Background: an optimization exercise with open tools, aiming at small area and a short achievable clock period. Do not read the settings as production practice.
Where RTL was checked, it was by simulation tests only, not by an equivalence proof against the original.
Function not checked in run 2: the RTL went through the layout flow alone.
Power and IR drop assume default switching activity.

==> flow/design.v, too long to show whole: its modules and the start of the top module <==
// module fa: 10 lines
// module ha: 9 lines
// module benc: 17 lines
// module benc0: 17 lines
// module bpp: 12 lines
// module bsel: 9 lines
// module bneg: 7 lines
// module bpp0: 8 lines
// module mac32: 625 lines
// module alu: 66 lines
// module pgen: 9 lines
// module sksum: 24 lines
// module zdet: 7 lines
// module alu_top: 32 lines
module alu_top(
    input                 clk,
    input        [31 : 0] A,
    input        [31 : 0] B,
    input        [3  : 0] aluop,
    output logic [31 : 0] alures,
    output logic          ZF,
    output logic          OF
);
  // ...
==> flow/flow/run.sh <==
#!/bin/bash
# The standard layout (the standard.sh, standard synthesis unchanged), with the
# timing repair after CTS and global routing aiming for a larger setup margin on the
# worst path only, and the smallest buffer as the buffer on each port.
set -euo pipefail
bash standard.sh SETUP_SLACK_MARGIN=9 TNS_END_PERCENT=0 \
    "BUFFER_PORTS_ARGS=-buffer_cell sky130_fd_sc_hd__buf_1" finish > flow.log 2>&1
==> flow/standard.sh <==
#!/bin/bash
# synth_recipe.tcl (not shown) runs the flow's synth.tcl, then flattens the netlist and writes it again
# the make line also repeats each setting of config.mk as NAME=value (left out here)
make -C /OpenROAD-flow-scripts/flow DESIGN_CONFIG=/design/flow/config.mk WORK_HOME=/design/flow/orfs CLKGATE_MAP_FILE= SYNTH_SCRIPT=/design/flow/synth_recipe.tcl "${@:-finish}"
==> flow/config.mk <==
export PLATFORM = sky130hd
export DESIGN_NAME = alu_top
export DESIGN_NICKNAME = alu_top
export VERILOG_FILES = /design/flow/design.v
export SDC_FILE = /design/flow/constraint.sdc
export NUM_CORES = 4
export LEC_CHECK = 0
export CAP_MARGIN = 20
export CORE_MARGIN = 2
export CORE_UTILIZATION = 40
export SLEW_MARGIN = 20
export SYNTH_HIERARCHICAL = 1
==> flow/constraint.sdc <==
create_clock -name core_clock -period 15.0 [get_ports {clk}]
set_input_delay 3.0000 -clock core_clock [delete_from_list [all_inputs] [get_ports {clk}]]
set_output_delay 3.0000 -clock core_clock [all_outputs]
set_load 0.01 [all_outputs]
==> reports/metrics.csv, run 1 <==
metric;value;unit
synth_warnings;11;
root_buffer;clkbuf_16;
clock-sinks;102;
met3_usage;13.79;%
haltStage;global routing (5_1_grt);
place_area;0.01948;mm^2
syn_area_per_cell;9.732;um^2
muxShareOfSynthArea;2.817;%
synth_top_area_share;24.43;%
synth_area_leaders;fa_1 (24%), a22o_1 (14%), xor2_1 (13%);
initial_core_util;40.64;%
synthAdderAreaFrac;28.01;%
grt.busiest_layer;met2;
status;stopped before the end;
die_x;219.2;um
firstError;[ERROR GRT-0232] Routing congestion too high. Check the congestion heatmap in the GUI.;
worst_endpoint;ZF$_DFF_P_/D;
dp_slack;6768;ps
pin_count;103;
place_inst;2496;
cts_resized;143;
port_buffers;102;
synth_top_cell_by_area;fa_1;
syn_inst;1903;
die_y;219.2;um
htree_levels;3;
synthesis.nets;2251;
synth_xor_area_share;15.70;%
synth_common_cells;a22o_1 (302), xor2_1 (283), fa_1 (226);
grt_max_degree;54;
synthFlopType;dfxtp_1;
syn_area;0.01852;mm^2
==> module benc, before the edit <==
module benc(
    input  [3 : 0] op,
    input  b2,
    input  b1,
    input  b0,
    input  d1,
    input  d2,
    output one,
    output two,
    output neg
);
    wire m = op[3] & ~op[2] & ~op[1];
    wire s = ~op[3] & op[2] & (op[1] | op[0]);
    assign one = m ? (b1 ^ b0) : (s & d1);
    assign two = m ? ((b2 & ~b1 & ~b0) | (~b2 & b1 & b0)) : (s & d2);
    assign neg = m & b2;
endmodule
==> module benc0, before the edit <==
module benc0(
    input  [3 : 0] op,
    input  b2,
    input  b1,
    input  d1,
    input  d2,
    output one,
    output two,
    output neg
);
    wire m = op[3] & ~op[2] & ~op[1];
    wire s = ~op[3] & op[2] & (op[1] | op[0]);
    wire c = op[3] & (op[2] | op[1]);
    assign one = m ? b1 : (s ? d1 : c);
    assign two = m ? (b2 & ~b1) : (s & d2);
    assign neg = m & b2;
endmodule
==> module alu, before the edit <==
module alu(
    input        [31 : 0] A,
    input        [31 : 0] B,
    input        [3  : 0] aluop,
    output logic [31 : 0] alures,
    output logic          ZF,
    output logic          OF
);
    logic addm, rv, sub, lgm;
    assign addm = aluop[3] & (aluop[2] | aluop[1]);
    assign rv   = ~aluop[3] & aluop[2] & aluop[1];
    assign lgm  = ~aluop[3] & ~(aluop[2] & (aluop[1] | aluop[0]));
    assign sub  = aluop[2];
    logic [15 : 0] d1, d2;
    genvar i;
    generate for (i = 0; i < 16; i++) begin : g_dig
        assign d1[i] = (B[4:1] == i) & ~B[0];
        assign d2[i] = (B[4:1] == i) & B[0];
    end endgenerate
    logic [3 : 0] tt;
    always_comb begin
        if (addm)
            tt = sub ? 4'b0101 : 4'b1010;
        else if (lgm) begin
            case (aluop[2:0])
                3'b000:  tt = 4'b1000;
                3'b001:  tt = 4'b1110;
                3'b010:  tt = 4'b0110;
                3'b011:  tt = 4'b0111;
                default: tt = 4'b0011;
            endcase
        end else
            tt = 4'b0000;
    end
    logic [31 : 0] rev_a, ma, r;
    generate for (i = 0; i < 32; i++) begin : g_rev
        assign rev_a[i] = A[31 - i];
    end endgenerate
    assign ma = rv ? rev_a : A;
    logic sfill;
    assign sfill = rv & aluop[0] & A[31];
    generate for (i = 0; i < 32; i++) begin : g_r
        assign r[i] = (A[i] ? (B[i] ? tt[3] : tt[2]) : (B[i] ? tt[1] : tt[0]))
                    | (sfill & (B[4:0] > i));
    end endgenerate
    logic [31 : 0] x, y, S;
    mac32 U_mac(.a(ma), .b(B), .op(aluop), .d1(d1), .d2(d2), .r(r), .cin(addm & sub),
                .x(x), .y(y));
    logic [31 : 0] px, gx;
    logic          zS;
    pgen  U_pg (.x(x), .y(y), .p(px), .g(gx));
    sksum U_sum(.p(px), .g(gx), .s(S));
    zdet  U_z  (.p(px), .g(gx), .z(zS));
    logic bx31, lt, lts;
    assign bx31 = B[31] ^ sub;
    assign lt   = (A[31] ^ B[31]) ? (aluop[0] ? B[31] : A[31]) : S[31];
    assign lts  = aluop[3] & aluop[2] & aluop[1];           
    generate for (i = 0; i < 32; i++) begin : g_res
        if (i == 0)
            assign alures[i] = lts ? lt : (rv ? S[31 - i] : S[i]);
        else
            assign alures[i] = ~lts & (rv ? S[31 - i] : S[i]);
    end endgenerate
    assign ZF = lts ? ~lt : zS;
    assign OF = ((aluop == 4'b1010) | (aluop == 4'b1100)) & (A[31] == bx31) & (S[31] != A[31]);
endmodule
==> run 2, diff against run 1 <==
--- a/flow/design.v
+++ b/flow/design.v
@@ -14,45 +14,43 @@
     input  y,
     output s,
     output c
 );
     assign s = x ^ y;
     assign c = x & y;
 endmodule
 module benc(
-    input  [3 : 0] op,
+    input  m,
+    input  s,
     input  b2,
     input  b1,
     input  b0,
     input  d1,
     input  d2,
     output one,
     output two,
     output neg
 );
-    wire m = op[3] & ~op[2] & ~op[1];
-    wire s = ~op[3] & op[2] & (op[1] | op[0]);
     assign one = m ? (b1 ^ b0) : (s & d1);
     assign two = m ? ((b2 & ~b1 & ~b0) | (~b2 & b1 & b0)) : (s & d2);
     assign neg = m & b2;
 endmodule
 module benc0(
-    input  [3 : 0] op,
+    input  m,
+    input  s,
+    input  c,
     input  b2,
     input  b1,
     input  d1,
     input  d2,
     output one,
     output two,
     output neg
 );
-    wire m = op[3] & ~op[2] & ~op[1];
-    wire s = ~op[3] & op[2] & (op[1] | op[0]);
-    wire c = op[3] & (op[2] | op[1]);
     assign one = m ? b1 : (s ? d1 : c);
     assign two = m ? (b2 & ~b1) : (s & d2);
     assign neg = m & b2;
 endmodule
 module bpp(
     input  one,
     input  two,
     input  neg,
@@ -86,17 +84,19 @@
     input  a1,
     output pp
 );
     assign pp = (one & a1) ^ neg;
 endmodule
 module mac32(
     input  [31 : 0] a,
     input  [31 : 0] b,
-    input  [3 : 0]  op,
+    input           m,
+    input           s,
+    input           c,
     input  [15 : 0] d1,
     input  [15 : 0] d2,
     input  [31 : 0] r,
     input           cin,
     output [31 : 0] x,
     output [31 : 0] y
 );
     wire [15 : 0] one, two, neg;
@@ -175,17 +175,17 @@
     assign rr[24] = r[24] | neg[12];
     assign rr[25] = r[25];
     assign rr[26] = r[26] | neg[13];
     assign rr[27] = r[27];
     assign rr[28] = r[28] | neg[14];
     assign rr[29] = r[29];
     assign rr[30] = r[30] | neg[15];
     assign rr[31] = r[31];
-    benc0 E0(.op(op), .b2(b[1]), .b1(b[0]), .d1(d1[0]), .d2(d2[0]), .one(one[0]), .two(two[0]), .neg(neg[0]));
+    benc0 E0(.m(m), .s(s), .c(c), .b2(b[1]), .b1(b[0]), .d1(d1[0]), .d2(d2[0]), .one(one[0]), .two(two[0]), .neg(neg[0]));
     bpp0 P0_0(.one(one[0]), .neg(neg[0]), .a1(a[0]), .pp(pp1));
     bpp P0_1(.one(one[0]), .two(two[0]), .neg(neg[0]), .a1(a[1]), .a0(a[0]), .pp(pp2));
     bpp P0_2(.one(one[0]), .two(two[0]), .neg(neg[0]), .a1(a[2]), .a0(a[1]), .pp(pp3));
     bpp P0_3(.one(one[0]), .two(two[0]), .neg(neg[0]), .a1(a[3]), .a0(a[2]), .pp(pp4));
     bpp P0_4(.one(one[0]), .two(two[0]), .neg(neg[0]), .a1(a[4]), .a0(a[3]), .pp(pp5));
     bpp P0_5(.one(one[0]), .two(two[0]), .neg(neg[0]), .a1(a[5]), .a0(a[4]), .pp(pp6));
     bpp P0_6(.one(one[0]), .two(two[0]), .neg(neg[0]), .a1(a[6]), .a0(a[5]), .pp(pp7));
     bpp P0_7(.one(one[0]), .two(two[0]), .neg(neg[0]), .a1(a[7]), .a0(a[6]), .pp(pp8));
@@ -208,17 +208,17 @@
     bpp P0_24(.one(one[0]), .two(two[0]), .neg(neg[0]), .a1(a[24]), .a0(a[23]), .pp(pp25));
     bpp P0_25(.one(one[0]), .two(two[0]), .neg(neg[0]), .a1(a[25]), .a0(a[24]), .pp(pp26));
     bpp P0_26(.one(one[0]), .two(two[0]), .neg(neg[0]), .a1(a[26]), .a0(a[25]), .pp(pp27));
     bpp P0_27(.one(one[0]), .two(two[0]), .neg(neg[0]), .a1(a[27]), .a0(a[26]), .pp(pp28));
     bpp P0_28(.one(one[0]), .two(two[0]), .neg(neg[0]), .a1(a[28]), .a0(a[27]), .pp(pp29));
     bpp P0_29(.one(one[0]), .two(two[0]), .neg(neg[0]), .a1(a[29]), .a0(a[28]), .pp(pp30));
     bpp P0_30(.one(one[0]), .two(two[0]), .neg(neg[0]), .a1(a[30]), .a0(a[29]), .pp(pp31));
     bpp P0_31(.one(one[0]), .two(two[0]), .neg(neg[0]), .a1(a[31]), .a0(a[30]), .pp(pp32));
-    benc E1(.op(op), .b2(b[3]), .b1(b[2]), .b0(b[1]), .d1(d1[1]), .d2(d2[1]), .one(one[1]), .two(two[1]), .neg(neg[1]));
+    benc E1(.m(m), .s(s), .b2(b[3]), .b1(b[2]), .b0(b[1]), .d1(d1[1]), .d2(d2[1]), .one(one[1]), .two(two[1]), .neg(neg[1]));
     bpp0 P1_0(.one(one[1]), .neg(neg[1]), .a1(a[0]), .pp(pp33));
     bpp P1_1(.one(one[1]), .two(two[1]), .neg(neg[1]), .a1(a[1]), .a0(a[0]), .pp(pp34));
     bpp P1_2(.one(one[1]), .two(two[1]), .neg(neg[1]), .a1(a[2]), .a0(a[1]), .pp(pp35));
     bpp P1_3(.one(one[1]), .two(two[1]), .neg(neg[1]), .a1(a[3]), .a0(a[2]), .pp(pp36));
     bpp P1_4(.one(one[1]), .two(two[1]), .neg(neg[1]), .a1(a[4]), .a0(a[3]), .pp(pp37));
     bpp P1_5(.one(one[1]), .two(two[1]), .neg(neg[1]), .a1(a[5]), .a0(a[4]), .pp(pp38));
     bpp P1_6(.one(one[1]), .two(two[1]), .neg(neg[1]), .a1(a[6]), .a0(a[5]), .pp(pp39));
     bpp P1_7(.one(one[1]), .two(two[1]), .neg(neg[1]), .a1(a[7]), .a0(a[6]), .pp(pp40));
@@ -239,17 +239,17 @@
     bpp P1_22(.one(one[1]), .two(two[1]), .neg(neg[1]), .a1(a[22]), .a0(a[21]), .pp(pp55));
     bpp P1_23(.one(one[1]), .two(two[1]), .neg(neg[1]), .a1(a[23]), .a0(a[22]), .pp(pp56));
     bpp P1_24(.one(one[1]), .two(two[1]), .neg(neg[1]), .a1(a[24]), .a0(a[23]), .pp(pp57));
     bpp P1_25(.one(one[1]), .two(two[1]), .neg(neg[1]), .a1(a[25]), .a0(a[24]), .pp(pp58));
     bpp P1_26(.one(one[1]), .two(two[1]), .neg(neg[1]), .a1(a[26]), .a0(a[25]), .pp(pp59));
     bpp P1_27(.one(one[1]), .two(two[1]), .neg(neg[1]), .a1(a[27]), .a0(a[26]), .pp(pp60));
     bpp P1_28(.one(one[1]), .two(two[1]), .neg(neg[1]), .a1(a[28]), .a0(a[27]), .pp(pp61));
     bpp P1_29(.one(one[1]), .two(two[1]), .neg(neg[1]), .a1(a[29]), .a0(a[28]), .pp(pp62));
-    benc E2(.op(op), .b2(b[5]), .b1(b[4]), .b0(b[3]), .d1(d1[2]), .d2(d2[2]), .one(one[2]), .two(two[2]), .neg(neg[2]));
+    benc E2(.m(m), .s(s), .b2(b[5]), .b1(b[4]), .b0(b[3]), .d1(d1[2]), .d2(d2[2]), .one(one[2]), .two(two[2]), .neg(neg[2]));
     bpp0 P2_0(.one(one[2]), .neg(neg[2]), .a1(a[0]), .pp(pp63));
     bpp P2_1(.one(one[2]), .two(two[2]), .neg(neg[2]), .a1(a[1]), .a0(a[0]), .pp(pp64));
     bpp P2_2(.one(one[2]), .two(two[2]), .neg(neg[2]), .a1(a[2]), .a0(a[1]), .pp(pp65));
     bpp P2_3(.one(one[2]), .two(two[2]), .neg(neg[2]), .a1(a[3]), .a0(a[2]), .pp(pp66));
     bpp P2_4(.one(one[2]), .two(two[2]), .neg(neg[2]), .a1(a[4]), .a0(a[3]), .pp(pp67));
     bpp P2_5(.one(one[2]), .two(two[2]), .neg(neg[2]), .a1(a[5]), .a0(a[4]), .pp(pp68));
     bpp P2_6(.one(one[2]), .two(two[2]), .neg(neg[2]), .a1(a[6]), .a0(a[5]), .pp(pp69));
     bpp P2_7(.one(one[2]), .two(two[2]), .neg(neg[2]), .a1(a[7]), .a0(a[6]), .pp(pp70));
@@ -268,17 +268,17 @@
     bpp P2_20(.one(one[2]), .two(two[2]), .neg(neg[2]), .a1(a[20]), .a0(a[19]), .pp(pp83));
     bpp P2_21(.one(one[2]), .two(two[2]), .neg(neg[2]), .a1(a[21]), .a0(a[20]), .pp(pp84));
     bpp P2_22(.one(one[2]), .two(two[2]), .neg(neg[2]), .a1(a[22]), .a0(a[21]), .pp(pp85));
     bpp P2_23(.one(one[2]), .two(two[2]), .neg(neg[2]), .a1(a[23]), .a0(a[22]), .pp(pp86));
     bpp P2_24(.one(one[2]), .two(two[2]), .neg(neg[2]), .a1(a[24]), .a0(a[23]), .pp(pp87));
     bpp P2_25(.one(one[2]), .two(two[2]), .neg(neg[2]), .a1(a[25]), .a0(a[24]), .pp(pp88));
     bpp P2_26(.one(one[2]), .two(two[2]), .neg(neg[2]), .a1(a[26]), .a0(a[25]), .pp(pp89));
     bpp P2_27(.one(one[2]), .two(two[2]), .neg(neg[2]), .a1(a[27]), .a0(a[26]), .pp(pp90));
-    benc E3(.op(op), .b2(b[7]), .b1(b[6]), .b0(b[5]), .d1(d1[3]), .d2(d2[3]), .one(one[3]), .two(two[3]), .neg(neg[3]));
+    benc E3(.m(m), .s(s), .b2(b[7]), .b1(b[6]), .b0(b[5]), .d1(d1[3]), .d2(d2[3]), .one(one[3]), .two(two[3]), .neg(neg[3]));
     bpp0 P3_0(.one(one[3]), .neg(neg[3]), .a1(a[0]), .pp(pp91));
     bpp P3_1(.one(one[3]), .two(two[3]), .neg(neg[3]), .a1(a[1]), .a0(a[0]), .pp(pp92));
     bpp P3_2(.one(one[3]), .two(two[3]), .neg(neg[3]), .a1(a[2]), .a0(a[1]), .pp(pp93));
     bpp P3_3(.one(one[3]), .two(two[3]), .neg(neg[3]), .a1(a[3]), .a0(a[2]), .pp(pp94));
     bpp P3_4(.one(one[3]), .two(two[3]), .neg(neg[3]), .a1(a[4]), .a0(a[3]), .pp(pp95));
     bpp P3_5(.one(one[3]), .two(two[3]), .neg(neg[3]), .a1(a[5]), .a0(a[4]), .pp(pp96));
     bpp P3_6(.one(one[3]), .two(two[3]), .neg(neg[3]), .a1(a[6]), .a0(a[5]), .pp(pp97));
     bpp P3_7(.one(one[3]), .two(two[3]), .neg(neg[3]), .a1(a[7]), .a0(a[6]), .pp(pp98));
@@ -295,17 +295,17 @@
     bpp P3_18(.one(one[3]), .two(two[3]), .neg(neg[3]), .a1(a[18]), .a0(a[17]), .pp(pp109));
     bpp P3_19(.one(one[3]), .two(two[3]), .neg(neg[3]), .a1(a[19]), .a0(a[18]), .pp(pp110));
     bpp P3_20(.one(one[3]), .two(two[3]), .neg(neg[3]), .a1(a[20]), .a0(a[19]), .pp(pp111));
     bpp P3_21(.one(one[3]), .two(two[3]), .neg(neg[3]), .a1(a[21]), .a0(a[20]), .pp(pp112));
     bpp P3_22(.one(one[3]), .two(two[3]), .neg(neg[3]), .a1(a[22]), .a0(a[21]), .pp(pp113));
     bpp P3_23(.one(one[3]), .two(two[3]), .neg(neg[3]), .a1(a[23]), .a0(a[22]), .pp(pp114));
     bpp P3_24(.one(one[3]), .two(two[3]), .neg(neg[3]), .a1(a[24]), .a0(a[23]), .pp(pp115));
     bpp P3_25(.one(one[3]), .two(two[3]), .neg(neg[3]), .a1(a[25]), .a0(a[24]), .pp(pp116));
-    benc E4(.op(op), .b2(b[9]), .b1(b[8]), .b0(b[7]), .d1(d1[4]), .d2(d2[4]), .one(one[4]), .two(two[4]), .neg(neg[4]));
+    benc E4(.m(m), .s(s), .b2(b[9]), .b1(b[8]), .b0(b[7]), .d1(d1[4]), .d2(d2[4]), .one(one[4]), .two(two[4]), .neg(neg[4]));
     bpp0 P4_0(.one(one[4]), .neg(neg[4]), .a1(a[0]), .pp(pp117));
     bpp P4_1(.one(one[4]), .two(two[4]), .neg(neg[4]), .a1(a[1]), .a0(a[0]), .pp(pp118));
     bpp P4_2(.one(one[4]), .two(two[4]), .neg(neg[4]), .a1(a[2]), .a0(a[1]), .pp(pp119));
     bpp P4_3(.one(one[4]), .two(two[4]), .neg(neg[4]), .a1(a[3]), .a0(a[2]), .pp(pp120));
     bpp P4_4(.one(one[4]), .two(two[4]), .neg(neg[4]), .a1(a[4]), .a0(a[3]), .pp(pp121));
     bpp P4_5(.one(one[4]), .two(two[4]), .neg(neg[4]), .a1(a[5]), .a0(a[4]), .pp(pp122));
     bpp P4_6(.one(one[4]), .two(two[4]), .neg(neg[4]), .a1(a[6]), .a0(a[5]), .pp(pp123));
     bpp P4_7(.one(one[4]), .two(two[4]), .neg(neg[4]), .a1(a[7]), .a0(a[6]), .pp(pp124));
@@ -320,17 +320,17 @@
     bpp P4_16(.one(one[4]), .two(two[4]), .neg(neg[4]), .a1(a[16]), .a0(a[15]), .pp(pp133));
     bpp P4_17(.one(one[4]), .two(two[4]), .neg(neg[4]), .a1(a[17]), .a0(a[16]), .pp(pp134));
     bpp P4_18(.one(one[4]), .two(two[4]), .neg(neg[4]), .a1(a[18]), .a0(a[17]), .pp(pp135));
     bpp P4_19(.one(one[4]), .two(two[4]), .neg(neg[4]), .a1(a[19]), .a0(a[18]), .pp(pp136));
     bpp P4_20(.one(one[4]), .two(two[4]), .neg(neg[4]), .a1(a[20]), .a0(a[19]), .pp(pp137));
     bpp P4_21(.one(one[4]), .two(two[4]), .neg(neg[4]), .a1(a[21]), .a0(a[20]), .pp(pp138));
     bpp P4_22(.one(one[4]), .two(two[4]), .neg(neg[4]), .a1(a[22]), .a0(a[21]), .pp(pp139));
     bpp P4_23(.one(one[4]), .two(two[4]), .neg(neg[4]), .a1(a[23]), .a0(a[22]), .pp(pp140));
-    benc E5(.op(op), .b2(b[11]), .b1(b[10]), .b0(b[9]), .d1(d1[5]), .d2(d2[5]), .one(one[5]), .two(two[5]), .neg(neg[5]));
+    benc E5(.m(m), .s(s), .b2(b[11]), .b1(b[10]), .b0(b[9]), .d1(d1[5]), .d2(d2[5]), .one(one[5]), .two(two[5]), .neg(neg[5]));
     bpp0 P5_0(.one(one[5]), .neg(neg[5]), .a1(a[0]), .pp(pp141));
     bpp P5_1(.one(one[5]), .two(two[5]), .neg(neg[5]), .a1(a[1]), .a0(a[0]), .pp(pp142));
     bpp P5_2(.one(one[5]), .two(two[5]), .neg(neg[5]), .a1(a[2]), .a0(a[1]), .pp(pp143));
     bpp P5_3(.one(one[5]), .two(two[5]), .neg(neg[5]), .a1(a[3]), .a0(a[2]), .pp(pp144));
     bpp P5_4(.one(one[5]), .two(two[5]), .neg(neg[5]), .a1(a[4]), .a0(a[3]), .pp(pp145));
     bpp P5_5(.one(one[5]), .two(two[5]), .neg(neg[5]), .a1(a[5]), .a0(a[4]), .pp(pp146));
     bpp P5_6(.one(one[5]), .two(two[5]), .neg(neg[5]), .a1(a[6]), .a0(a[5]), .pp(pp147));
     bpp P5_7(.one(one[5]), .two(two[5]), .neg(neg[5]), .a1(a[7]), .a0(a[6]), .pp(pp148));
@@ -343,17 +343,17 @@
     bpp P5_14(.one(one[5]), .two(two[5]), .neg(neg[5]), .a1(a[14]), .a0(a[13]), .pp(pp155));
     bpp P5_15(.one(one[5]), .two(two[5]), .neg(neg[5]), .a1(a[15]), .a0(a[14]), .pp(pp156));
     bpp P5_16(.one(one[5]), .two(two[5]), .neg(neg[5]), .a1(a[16]), .a0(a[15]), .pp(pp157));
     bpp P5_17(.one(one[5]), .two(two[5]), .neg(neg[5]), .a1(a[17]), .a0(a[16]), .pp(pp158));
     bpp P5_18(.one(one[5]), .two(two[5]), .neg(neg[5]), .a1(a[18]), .a0(a[17]), .pp(pp159));
     bpp P5_19(.one(one[5]), .two(two[5]), .neg(neg[5]), .a1(a[19]), .a0(a[18]), .pp(pp160));
     bpp P5_20(.one(one[5]), .two(two[5]), .neg(neg[5]), .a1(a[20]), .a0(a[19]), .pp(pp161));
     bpp P5_21(.one(one[5]), .two(two[5]), .neg(neg[5]), .a1(a[21]), .a0(a[20]), .pp(pp162));
-    benc E6(.op(op), .b2(b[13]), .b1(b[12]), .b0(b[11]), .d1(d1[6]), .d2(d2[6]), .one(one[6]), .two(two[6]), .neg(neg[6]));
+    benc E6(.m(m), .s(s), .b2(b[13]), .b1(b[12]), .b0(b[11]), .d1(d1[6]), .d2(d2[6]), .one(one[6]), .two(two[6]), .neg(neg[6]));
     bpp0 P6_0(.one(one[6]), .neg(neg[6]), .a1(a[0]), .pp(pp163));
     bpp P6_1(.one(one[6]), .two(two[6]), .neg(neg[6]), .a1(a[1]), .a0(a[0]), .pp(pp164));
     bpp P6_2(.one(one[6]), .two(two[6]), .neg(neg[6]), .a1(a[2]), .a0(a[1]), .pp(pp165));
     bpp P6_3(.one(one[6]), .two(two[6]), .neg(neg[6]), .a1(a[3]), .a0(a[2]), .pp(pp166));
     bpp P6_4(.one(one[6]), .two(two[6]), .neg(neg[6]), .a1(a[4]), .a0(a[3]), .pp(pp167));
     bpp P6_5(.one(one[6]), .two(two[6]), .neg(neg[6]), .a1(a[5]), .a0(a[4]), .pp(pp168));
     bpp P6_6(.one(one[6]), .two(two[6]), .neg(neg[6]), .a1(a[6]), .a0(a[5]), .pp(pp169));
     bpp P6_7(.one(one[6]), .two(two[6]), .neg(neg[6]), .a1(a[7]), .a0(a[6]), .pp(pp170));
@@ -364,17 +364,17 @@
     bpp P6_12(.one(one[6]), .two(two[6]), .neg(neg[6]), .a1(a[12]), .a0(a[11]), .pp(pp175));
     bpp P6_13(.one(one[6]), .two(two[6]), .neg(neg[6]), .a1(a[13]), .a0(a[12]), .pp(pp176));
     bpp P6_14(.one(one[6]), .two(two[6]), .neg(neg[6]), .a1(a[14]), .a0(a[13]), .pp(pp177));
     bpp P6_15(.one(one[6]), .two(two[6]), .neg(neg[6]), .a1(a[15]), .a0(a[14]), .pp(pp178));
     bpp P6_16(.one(one[6]), .two(two[6]), .neg(neg[6]), .a1(a[16]), .a0(a[15]), .pp(pp179));
     bpp P6_17(.one(one[6]), .two(two[6]), .neg(neg[6]), .a1(a[17]), .a0(a[16]), .pp(pp180));
     bpp P6_18(.one(one[6]), .two(two[6]), .neg(neg[6]), .a1(a[18]), .a0(a[17]), .pp(pp181));
     bpp P6_19(.one(one[6]), .two(two[6]), .neg(neg[6]), .a1(a[19]), .a0(a[18]), .pp(pp182));
-    benc E7(.op(op), .b2(b[15]), .b1(b[14]), .b0(b[13]), .d1(d1[7]), .d2(d2[7]), .one(one[7]), .two(two[7]), .neg(neg[7]));
+    benc E7(.m(m), .s(s), .b2(b[15]), .b1(b[14]), .b0(b[13]), .d1(d1[7]), .d2(d2[7]), .one(one[7]), .two(two[7]), .neg(neg[7]));
     bpp0 P7_0(.one(one[7]), .neg(neg[7]), .a1(a[0]), .pp(pp183));
     bpp P7_1(.one(one[7]), .two(two[7]), .neg(neg[7]), .a1(a[1]), .a0(a[0]), .pp(pp184));
     bpp P7_2(.one(one[7]), .two(two[7]), .neg(neg[7]), .a1(a[2]), .a0(a[1]), .pp(pp185));
     bpp P7_3(.one(one[7]), .two(two[7]), .neg(neg[7]), .a1(a[3]), .a0(a[2]), .pp(pp186));
     bpp P7_4(.one(one[7]), .two(two[7]), .neg(neg[7]), .a1(a[4]), .a0(a[3]), .pp(pp187));
     bpp P7_5(.one(one[7]), .two(two[7]), .neg(neg[7]), .a1(a[5]), .a0(a[4]), .pp(pp188));
     bpp P7_6(.one(one[7]), .two(two[7]), .neg(neg[7]), .a1(a[6]), .a0(a[5]), .pp(pp189));
     bpp P7_7(.one(one[7]), .two(two[7]), .neg(neg[7]), .a1(a[7]), .a0(a[6]), .pp(pp190));
@@ -383,94 +383,94 @@
     bpp P7_10(.one(one[7]), .two(two[7]), .neg(neg[7]), .a1(a[10]), .a0(a[9]), .pp(pp193));
     bpp P7_11(.one(one[7]), .two(two[7]), .neg(neg[7]), .a1(a[11]), .a0(a[10]), .pp(pp194));
     bpp P7_12(.one(one[7]), .two(two[7]), .neg(neg[7]), .a1(a[12]), .a0(a[11]), .pp(pp195));
     bpp P7_13(.one(one[7]), .two(two[7]), .neg(neg[7]), .a1(a[13]), .a0(a[12]), .pp(pp196));
     bpp P7_14(.one(one[7]), .two(two[7]), .neg(neg[7]), .a1(a[14]), .a0(a[13]), .pp(pp197));
     bpp P7_15(.one(one[7]), .two(two[7]), .neg(neg[7]), .a1(a[15]), .a0(a[14]), .pp(pp198));
     bpp P7_16(.one(one[7]), .two(two[7]), .neg(neg[7]), .a1(a[16]), .a0(a[15]), .pp(pp199));
     bpp P7_17(.one(one[7]), .two(two[7]), .neg(neg[7]), .a1(a[17]), .a0(a[16]), .pp(pp200));
-    benc E8(.op(op), .b2(b[17]), .b1(b[16]), .b0(b[15]), .d1(d1[8]), .d2(d2[8]), .one(one[8]), .two(two[8]), .neg(neg[8]));
+    benc E8(.m(m), .s(s), .b2(b[17]), .b1(b[16]), .b0(b[15]), .d1(d1[8]), .d2(d2[8]), .one(one[8]), .two(two[8]), .neg(neg[8]));
     bpp0 P8_0(.one(one[8]), .neg(neg[8]), .a1(a[0]), .pp(pp201));
     bpp P8_1(.one(one[8]), .two(two[8]), .neg(neg[8]), .a1(a[1]), .a0(a[0]), .pp(pp202));
     bpp P8_2(.one(one[8]), .two(two[8]), .neg(neg[8]), .a1(a[2]), .a0(a[1]), .pp(pp203));
     bpp P8_3(.one(one[8]), .two(two[8]), .neg(neg[8]), .a1(a[3]), .a0(a[2]), .pp(pp204));
     bpp P8_4(.one(one[8]), .two(two[8]), .neg(neg[8]), .a1(a[4]), .a0(a[3]), .pp(pp205));
     bpp P8_5(.one(one[8]), .two(two[8]), .neg(neg[8]), .a1(a[5]), .a0(a[4]), .pp(pp206));
     bpp P8_6(.one(one[8]), .two(two[8]), .neg(neg[8]), .a1(a[6]), .a0(a[5]), .pp(pp207));
     bpp P8_7(.one(one[8]), .two(two[8]), .neg(neg[8]), .a1(a[7]), .a0(a[6]), .pp(pp208));
     bpp P8_8(.one(one[8]), .two(two[8]), .neg(neg[8]), .a1(a[8]), .a0(a[7]), .pp(pp209));
     bpp P8_9(.one(one[8]), .two(two[8]), .neg(neg[8]), .a1(a[9]), .a0(a[8]), .pp(pp210));
     bpp P8_10(.one(one[8]), .two(two[8]), .neg(neg[8]), .a1(a[10]), .a0(a[9]), .pp(pp211));
     bpp P8_11(.one(one[8]), .two(two[8]), .neg(neg[8]), .a1(a[11]), .a0(a[10]), .pp(pp212));
     bpp P8_12(.one(one[8]), .two(two[8]), .neg(neg[8]), .a1(a[12]), .a0(a[11]), .pp(pp213));
     bpp P8_13(.one(one[8]), .two(two[8]), .neg(neg[8]), .a1(a[13]), .a0(a[12]), .pp(pp214));
     bpp P8_14(.one(one[8]), .two(two[8]), .neg(neg[8]), .a1(a[14]), .a0(a[13]), .pp(pp215));
     bpp P8_15(.one(one[8]), .two(two[8]), .neg(neg[8]), .a1(a[15]), .a0(a[14]), .pp(pp216));
-    benc E9(.op(op), .b2(b[19]), .b1(b[18]), .b0(b[17]), .d1(d1[9]), .d2(d2[9]), .one(one[9]), .two(two[9]), .neg(neg[9]));
+    benc E9(.m(m), .s(s), .b2(b[19]), .b1(b[18]), .b0(b[17]), .d1(d1[9]), .d2(d2[9]), .one(one[9]), .two(two[9]), .neg(neg[9]));
     bpp0 P9_0(.one(one[9]), .neg(neg[9]), .a1(a[0]), .pp(pp217));
     bpp P9_1(.one(one[9]), .two(two[9]), .neg(neg[9]), .a1(a[1]), .a0(a[0]), .pp(pp218));
     bpp P9_2(.one(one[9]), .two(two[9]), .neg(neg[9]), .a1(a[2]), .a0(a[1]), .pp(pp219));
     bpp P9_3(.one(one[9]), .two(two[9]), .neg(neg[9]), .a1(a[3]), .a0(a[2]), .pp(pp220));
     bpp P9_4(.one(one[9]), .two(two[9]), .neg(neg[9]), .a1(a[4]), .a0(a[3]), .pp(pp221));
     bpp P9_5(.one(one[9]), .two(two[9]), .neg(neg[9]), .a1(a[5]), .a0(a[4]), .pp(pp222));
     bpp P9_6(.one(one[9]), .two(two[9]), .neg(neg[9]), .a1(a[6]), .a0(a[5]), .pp(pp223));
     bpp P9_7(.one(one[9]), .two(two[9]), .neg(neg[9]), .a1(a[7]), .a0(a[6]), .pp(pp224));
     bpp P9_8(.one(one[9]), .two(two[9]), .neg(neg[9]), .a1(a[8]), .a0(a[7]), .pp(pp225));
     bpp P9_9(.one(one[9]), .two(two[9]), .neg(neg[9]), .a1(a[9]), .a0(a[8]), .pp(pp226));
     bpp P9_10(.one(one[9]), .two(two[9]), .neg(neg[9]), .a1(a[10]), .a0(a[9]), .pp(pp227));
     bpp P9_11(.one(one[9]), .two(two[9]), .neg(neg[9]), .a1(a[11]), .a0(a[10]), .pp(pp228));
     bpp P9_12(.one(one[9]), .two(two[9]), .neg(neg[9]), .a1(a[12]), .a0(a[11]), .pp(pp229));
     bpp P9_13(.one(one[9]), .two(two[9]), .neg(neg[9]), .a1(a[13]), .a0(a[12]), .pp(pp230));
-    benc E10(.op(op), .b2(b[21]), .b1(b[20]), .b0(b[19]), .d1(d1[10]), .d2(d2[10]), .one(one[10]), .two(two[10]), .neg(neg[10]));
+    benc E10(.m(m), .s(s), .b2(b[21]), .b1(b[20]), .b0(b[19]), .d1(d1[10]), .d2(d2[10]), .one(one[10]), .two(two[10]), .neg(neg[10]));
     bpp0 P10_0(.one(one[10]), .neg(neg[10]), .a1(a[0]), .pp(pp231));
     bpp P10_1(.one(one[10]), .two(two[10]), .neg(neg[10]), .a1(a[1]), .a0(a[0]), .pp(pp232));
     bpp P10_2(.one(one[10]), .two(two[10]), .neg(neg[10]), .a1(a[2]), .a0(a[1]), .pp(pp233));
     bpp P10_3(.one(one[10]), .two(two[10]), .neg(neg[10]), .a1(a[3]), .a0(a[2]), .pp(pp234));
     bpp P10_4(.one(one[10]), .two(two[10]), .neg(neg[10]), .a1(a[4]), .a0(a[3]), .pp(pp235));
     bpp P10_5(.one(one[10]), .two(two[10]), .neg(neg[10]), .a1(a[5]), .a0(a[4]), .pp(pp236));
     bpp P10_6(.one(one[10]), .two(two[10]), .neg(neg[10]), .a1(a[6]), .a0(a[5]), .pp(pp237));
     bpp P10_7(.one(one[10]), .two(two[10]), .neg(neg[10]), .a1(a[7]), .a0(a[6]), .pp(pp238));
     bpp P10_8(.one(one[10]), .two(two[10]), .neg(neg[10]), .a1(a[8]), .a0(a[7]), .pp(pp239));
     bpp P10_9(.one(one[10]), .two(two[10]), .neg(neg[10]), .a1(a[9]), .a0(a[8]), .pp(pp240));
     bpp P10_10(.one(one[10]), .two(two[10]), .neg(neg[10]), .a1(a[10]), .a0(a[9]), .pp(pp241));
     bpp P10_11(.one(one[10]), .two(two[10]), .neg(neg[10]), .a1(a[11]), .a0(a[10]), .pp(pp242));
-    benc E11(.op(op), .b2(b[23]), .b1(b[22]), .b0(b[21]), .d1(d1[11]), .d2(d2[11]), .one(one[11]), .two(two[11]), .neg(neg[11]));
+    benc E11(.m(m), .s(s), .b2(b[23]), .b1(b[22]), .b0(b[21]), .d1(d1[11]), .d2(d2[11]), .one(one[11]), .two(two[11]), .neg(neg[11]));
     bpp0 P11_0(.one(one[11]), .neg(neg[11]), .a1(a[0]), .pp(pp243));
     bpp P11_1(.one(one[11]), .two(two[11]), .neg(neg[11]), .a1(a[1]), .a0(a[0]), .pp(pp244));
     bpp P11_2(.one(one[11]), .two(two[11]), .neg(neg[11]), .a1(a[2]), .a0(a[1]), .pp(pp245));
     bpp P11_3(.one(one[11]), .two(two[11]), .neg(neg[11]), .a1(a[3]), .a0(a[2]), .pp(pp246));
     bpp P11_4(.one(one[11]), .two(two[11]), .neg(neg[11]), .a1(a[4]), .a0(a[3]), .pp(pp247));
     bpp P11_5(.one(one[11]), .two(two[11]), .neg(neg[11]), .a1(a[5]), .a0(a[4]), .pp(pp248));
     bpp P11_6(.one(one[11]), .two(two[11]), .neg(neg[11]), .a1(a[6]), .a0(a[5]), .pp(pp249));
     bpp P11_7(.one(one[11]), .two(two[11]), .neg(neg[11]), .a1(a[7]), .a0(a[6]), .pp(pp250));
     bpp P11_8(.one(one[11]), .two(two[11]), .neg(neg[11]), .a1(a[8]), .a0(a[7]), .pp(pp251));
     bpp P11_9(.one(one[11]), .two(two[11]), .neg(neg[11]), .a1(a[9]), .a0(a[8]), .pp(pp252));
-    benc E12(.op(op), .b2(b[25]), .b1(b[24]), .b0(b[23]), .d1(d1[12]), .d2(d2[12]), .one(one[12]), .two(two[12]), .neg(neg[12]));
+    benc E12(.m(m), .s(s), .b2(b[25]), .b1(b[24]), .b0(b[23]), .d1(d1[12]), .d2(d2[12]), .one(one[12]), .two(two[12]), .neg(neg[12]));
     bpp0 P12_0(.one(one[12]), .neg(neg[12]), .a1(a[0]), .pp(pp253));
     bpp P12_1(.one(one[12]), .two(two[12]), .neg(neg[12]), .a1(a[1]), .a0(a[0]), .pp(pp254));
     bpp P12_2(.one(one[12]), .two(two[12]), .neg(neg[12]), .a1(a[2]), .a0(a[1]), .pp(pp255));
     bpp P12_3(.one(one[12]), .two(two[12]), .neg(neg[12]), .a1(a[3]), .a0(a[2]), .pp(pp256));
     bpp P12_4(.one(one[12]), .two(two[12]), .neg(neg[12]), .a1(a[4]), .a0(a[3]), .pp(pp257));
     bpp P12_5(.one(one[12]), .two(two[12]), .neg(neg[12]), .a1(a[5]), .a0(a[4]), .pp(pp258));
     bpp P12_6(.one(one[12]), .two(two[12]), .neg(neg[12]), .a1(a[6]), .a0(a[5]), .pp(pp259));
     bpp P12_7(.one(one[12]), .two(two[12]), .neg(neg[12]), .a1(a[7]), .a0(a[6]), .pp(pp260));
-    benc E13(.op(op), .b2(b[27]), .b1(b[26]), .b0(b[25]), .d1(d1[13]), .d2(d2[13]), .one(one[13]), .two(two[13]), .neg(neg[13]));
+    benc E13(.m(m), .s(s), .b2(b[27]), .b1(b[26]), .b0(b[25]), .d1(d1[13]), .d2(d2[13]), .one(one[13]), .two(two[13]), .neg(neg[13]));
     bpp0 P13_0(.one(one[13]), .neg(neg[13]), .a1(a[0]), .pp(pp261));
     bpp P13_1(.one(one[13]), .two(two[13]), .neg(neg[13]), .a1(a[1]), .a0(a[0]), .pp(pp262));
     bpp P13_2(.one(one[13]), .two(two[13]), .neg(neg[13]), .a1(a[2]), .a0(a[1]), .pp(pp263));
     bpp P13_3(.one(one[13]), .two(two[13]), .neg(neg[13]), .a1(a[3]), .a0(a[2]), .pp(pp264));
     bpp P13_4(.one(one[13]), .two(two[13]), .neg(neg[13]), .a1(a[4]), .a0(a[3]), .pp(pp265));
     bpp P13_5(.one(one[13]), .two(two[13]), .neg(neg[13]), .a1(a[5]), .a0(a[4]), .pp(pp266));
-    benc E14(.op(op), .b2(b[29]), .b1(b[28]), .b0(b[27]), .d1(d1[14]), .d2(d2[14]), .one(one[14]), .two(two[14]), .neg(neg[14]));
+    benc E14(.m(m), .s(s), .b2(b[29]), .b1(b[28]), .b0(b[27]), .d1(d1[14]), .d2(d2[14]), .one(one[14]), .two(two[14]), .neg(neg[14]));
     bpp0 P14_0(.one(one[14]), .neg(neg[14]), .a1(a[0]), .pp(pp267));
     bpp P14_1(.one(one[14]), .two(two[14]), .neg(neg[14]), .a1(a[1]), .a0(a[0]), .pp(pp268));
     bpp P14_2(.one(one[14]), .two(two[14]), .neg(neg[14]), .a1(a[2]), .a0(a[1]), .pp(pp269));
     bpp P14_3(.one(one[14]), .two(two[14]), .neg(neg[14]), .a1(a[3]), .a0(a[2]), .pp(pp270));
-    benc E15(.op(op), .b2(b[31]), .b1(b[30]), .b0(b[29]), .d1(d1[15]), .d2(d2[15]), .one(one[15]), .two(two[15]), .neg(neg[15]));
+    benc E15(.m(m), .s(s), .b2(b[31]), .b1(b[30]), .b0(b[29]), .d1(d1[15]), .d2(d2[15]), .one(one[15]), .two(two[15]), .neg(neg[15]));
     bpp0 P15_0(.one(one[15]), .neg(neg[15]), .a1(a[0]), .pp(pp271));
     bpp P15_1(.one(one[15]), .two(two[15]), .neg(neg[15]), .a1(a[1]), .a0(a[0]), .pp(pp272));
     ha H1(.x(rr[24]), .y(pp109), .s(s273), .c(c274));
     fa F2(.x(rr[25]), .y(pp110), .z(pp134), .s(s275), .c(c276));
     fa F3(.x(rr[26]), .y(pp111), .z(pp135), .s(s277), .c(c278));
     ha H4(.x(pp157), .y(pp177), .s(s279), .c(c280));
     fa F5(.x(rr[27]), .y(pp112), .z(pp136), .s(s281), .c(c282));
     fa F6(.x(pp158), .y(pp178), .z(pp196), .s(s283), .c(c284));
@@ -748,41 +748,45 @@
         end else
             tt = 4'b0000;
     end
     logic [31 : 0] rev_a, ma, r;
     generate for (i = 0; i < 32; i++) begin : g_rev
         assign rev_a[i] = A[31 - i];
     end endgenerate
     assign ma = rv ? rev_a : A;
-    logic sfill;
-    assign sfill = rv & aluop[0] & A[31];
     generate for (i = 0; i < 32; i++) begin : g_r
-        assign r[i] = (A[i] ? (B[i] ? tt[3] : tt[2]) : (B[i] ? tt[1] : tt[0]))
-                    | (sfill & (B[4:0] > i));
+        assign r[i] = A[i] ? (B[i] ? tt[3] : tt[2]) : (B[i] ? tt[1] : tt[0]);
     end endgenerate
     logic [31 : 0] x, y, S;
-    mac32 U_mac(.a(ma), .b(B), .op(aluop), .d1(d1), .d2(d2), .r(r), .cin(addm & sub),
-                .x(x), .y(y));
+    logic m, shm;
+    assign m   = aluop[3] & ~aluop[2] & ~aluop[1];
+    assign shm = ~aluop[3] & aluop[2] & (aluop[1] | aluop[0]);
+    mac32 U_mac(.a(ma), .b(B), .m(m), .s(shm), .c(addm), .d1(d1), .d2(d2), .r(r),
+                .cin(addm & sub), .x(x), .y(y));
     logic [31 : 0] px, gx;
     logic          zS;
     pgen  U_pg (.x(x), .y(y), .p(px), .g(gx));
     sksum U_sum(.p(px), .g(gx), .s(S));
     zdet  U_z  (.p(px), .g(gx), .z(zS));
     logic bx31, lt, lts;
     assign bx31 = B[31] ^ sub;
     assign lt   = (A[31] ^ B[31]) ? (aluop[0] ? B[31] : A[31]) : S[31];
     assign lts  = aluop[3] & aluop[2] & aluop[1];           
+    logic          sfill;
+    logic [31 : 0] fmask;
+    assign sfill = rv & aluop[0] & A[31];
+    assign fmask = {32{sfill}} & ~(32'hffffffff >> B[4:0]);
     generate for (i = 0; i < 32; i++) begin : g_res
         if (i == 0)
-            assign alures[i] = lts ? lt : (rv ? S[31 - i] : S[i]);
+            assign alures[i] = lts ? lt : (rv ? S[31 - i] | fmask[i] : S[i]);
         else
-            assign alures[i] = ~lts & (rv ? S[31 - i] : S[i]);
+            assign alures[i] = ~lts & (rv ? S[31 - i] | fmask[i] : S[i]);
     end endgenerate
-    assign ZF = lts ? ~lt : zS;
+    assign ZF = lts ? ~lt : (zS & ~sfill);
     assign OF = ((aluop == 4'b1010) | (aluop == 4'b1100)) & (A[31] == bx31) & (S[31] != A[31]);
 endmodule
 module pgen(
     input  [31 : 0] x,
     input  [31 : 0] y,
     output [31 : 0] p,
     output [31 : 0] g
 );
==> run 2 against run 1 <==
Synthesized cell count rose by 3.5%. Area after synthesis fell by 1.4%. The run now finishes clean.
==> reports/metrics.csv, run 2 <==
metric;value;unit;change
setup_ws;8069;ps;
antenna_found_initial;0;;
synthesis.nets;2317;;+2.9%
syn_inst;1969;;+3.5%
ir_drop;0.2862;mV;
die_y;217.6;um;-0.70%
finalMaxSlewViolations;0;;
ys_types;73;;
cts.path.max_buffers;2;;
grt_pass1_vias;16941;;
hp-start;A_r[31];;
synthMostInstantiatedCell;xor2_1;;
cp_top_family;adder cells;;
reg2reg_slack;8070;ps;
rows;78;;
synth_top_cell_by_area;fa_1;;
rsz0062_at_grt;true;;
place_congestion;0.9672;;
critical_path.endpoint_type;flip-flop;;
synthFlopType;dfxtp_1;;
drt_drc_violations_left;0;;
pin_count;103;;unchanged
async_flop_share;0;%;
vias;17327;;
p_per_area;218.3;mW/mm^2;
ant_nets;0;;
hold_viol_final;0;;
final_common_cell;xor2_1;;
required;15310;ps;
clk_pin_slew;80;ps;
dp_slack;6699;ps;-69.73 ps
crit_path_start_kind;flip-flop;;
synth_area_leaders;fa_1 (25%), xor2_1 (13%), a22o_1 (12%);;
maxCapViolCount;0;;
clock-sinks;102;;unchanged
reg2regPathDepth;25;;
die_x;217.6;um;-0.70%
place_hpwl;51.46;mm;
crit_path_max_fanout;16;;
tritoncts;built;;
synth_top_area_share;24.78;%;+0.35 points
post_drt_wl_per_cell;27.37;um;
antenna_cells;0;;
via_per_inst;6.465;;
cp-startpoint;B_r[4];;
grt_usage;31.04;%;
core_area;0.04519;mm^2;
root_buffer;clkbuf_16;;
yosysSeqAreaShare;11.19;%;
gr-total-overflow;0;;
drt_iter0_markers;2145;;
clock.fmax;144.3;MHz;
grt_pass1_wl;109.1;mm;
layout_common_cells;xor2_1 (263), a22o_1 (256), fa_1 (192);;
first_pass_iters;6;;
cts_inserted_buffers;9;;
r2r-start;B_r[4];;
initial_core_util;40.40;%;-0.24 points
setup_violations;0;;
tns;0;ps;
die_area;0.04736;mm^2;
fin_crit_sh;46.21;%;
slowest_delay;570;ps;
drive_gt1_share;14.42;%;
wirelength;73.34;mm;
relSlewSlack;34.90;%;
synth_common_cells;xor2_1 (268), a22o_1 (256), fa_1 (226);;
cp.buffers_inverters;5;;
syn_area;0.01826;mm^2;-1.4%
syn_area_per_cell;9.271;um^2;-4.7%
clock_latency;420;ps;
postCtsHoldBufs;0;;
syn_to_final_growth;15.22;%;
crit_cells;25;;
num-nets-final;2423;;
hold_path.class;reg -> reg;;
r2r-end;ZF;;
status;finished clean;;
htree_levels;3;;unchanged
synth-seq-cells;102;;
worst_path_max_delay_cell;fa_1;;
synth_warnings;11;;unchanged
path_class;reg -> reg;;
crit_top_cell;fa_1;;
port_buffers;102;;unchanged
tightest_slew;966.3;ps;
reg_top3;A_r: 32 flops, B_r: 32 flops, alures: 32 flops;;
fin_skew;17.48;ps;
grt_max_degree;75;;
cp-endpoint;ZF;;
arrival;7240;ps;
min_period;6931;ps;
p_leak;9.924;nW;
synth_edf_count;0;;
## run 2: logic make-up (layout without fill, tap and decap cells)
| group | after synthesis | in the layout | synth area share (%) |
|---|---|---|---|
| AOI/OAI and AO/OA | 643 | 644 | 27.06 |
| and+or+nand+nor | 408 | 409 | 10.82 |
| xor gates and xnor gates | 331 | 331 | 15.88 |
| adders and majority gates | 279 | 279 | 28.42 |
| buffers and inverters | 189 | 298 | 5.702 |
| DFF | 102 | 102 | 11.19 |
| muxes | 17 | 17 | 0.9390 |
## run 2: per-stage QoR
stage                     utilization [%]  cell area [um^2]  cells  power (W)  hold slack [ps]
final                               46.55             21030   2680   0.004591            688.4
after CTS                           46.34             20940   2678   0.004482            689.9
after global routing                46.55             21030   2680   0.004815            740.4
after floorplan                         -             18600   1969   0.002999            663.8
after detailed placement            43.19             19510   2606   0.003905            691.5
after global placement              43.19             19510   2606   0.003888            676.1
## run 2: final cells by class
cell class / instances / area [um^2]
inverter: 52 / 229.0
multi-input combinational: 1680 / 15900
clock buffer: 9 / 225.2
clock inverter: 7 / 81.33
sequential: 102 / 2052
fill: 4295 / 24150
tap: 600 / 750.7
timing repair buffer: 230 / 1790
## run 2: report_power, final
| group | switching (W) | leakage, nW | internal, W |
|---|---|---|---|
| clock | 0.000133 | 0.150 | 0.000120 |
| sequential | 0.0000393 | 0.860 | 0.000344 |
| combinational | 0.00232 | 8.91 | 0.00163 |
| total | 0.00250 | 9.92 | 0.00209 |
## run 2: repair_timing
| action | in CTS | in global routing |
|---|---|---|
| cloned | 10 | 1 |
| resized for setup | 111 | 13 |
| pin swaps | 44 | 1 |
| setup buffers | 46 | 1 |
| setup endpoints to repair | 34 | 34 |
## run 2: routing by layer
layer  share of wire (%)  global-route usage (%)
met2                  44                   46.70
met4                 6.5                   18.22
met3                  11                   7.085
met5                   0                       0
met1                  39                   40.72
## run 2: how the worst min path moves through the flow
stage / end / slack (ps) / cells after the start
4_1_cts: OF / 690 / 2
5_1_grt: alures[12] / 740 / 3
6_report: OF / 690 / 2
3_5_place_dp: OF / 690 / 2
2_1_floorplan: alures[22] / 660 / 4
3_3_place_gp: OF / 680 / 2
## run 2: worst min-delay path, delay by kind of cell (launching register included)
kind / cells / cell delay (ps)
AOI/OAI and AO/OA: 1 / 50
DFF: 1 / 480
and+or+nand+nor: 1 / 120
## run 2: modules after synthesis (local to each module, per instance), a selection
module | cells | area, um^2 | copies in the design | flops+latches
alu | 626 | 3423 | 1 | 0
bpp0 | 2 | 12.51 | 16 | 0
ha | 1 | 12.51 | 16 | 0
sksum | 146 | 957.2 | 1 | 0
fa | 1 | 20.02 | 226 | 0
zdet | 70 | 467.9 | 1 | 0
benc | 8 | 62.56 | 15 | 0
mac32 | 80 | 580.6 | 1 | 0
alu_top | 102 | 2042 | 1 | 102
pgen | 32 | 400.4 | 1 | 0
bsel | 1 | 8.758 | 256 | 0
benc0 | 7 | 36.28 | 1 | 0
bneg | 1 | 8.758 | 256 | 0

-- static timing again, ports no longer ideal --
Ports are ideal in the flow. The routed layout listed here was re-timed in OpenROAD. Step 1 (the two cells are an assumption about what drives the block):
set clk [get_ports {clk}]
set_driving_cell -lib_cell sky130_fd_sc_hd__clkbuf_16 $clk
set_driving_cell -lib_cell sky130_fd_sc_hd__buf_2 [delete_from_list [all_inputs] $clk]
Step 2, shift: input delay + t, output delay - t, t = (earliest + latest rising clock arrival at the registers) / 2. This alone moves slack from input paths to output paths. a / b / c = ideal ports / drivers / drivers and shift; a / b = the first two.
run: run 2
t (ns): 0.462
setup WS [ns]: 8.069 / 8.069 / 8.069
slew at the worst register clock pin (ns): 0.10 / 0.10
After both steps setup and hold are still met in run 2. For run 2, drivers alone change the setup slack by 0.000 ns; drivers and shift together by 0.000 ns.
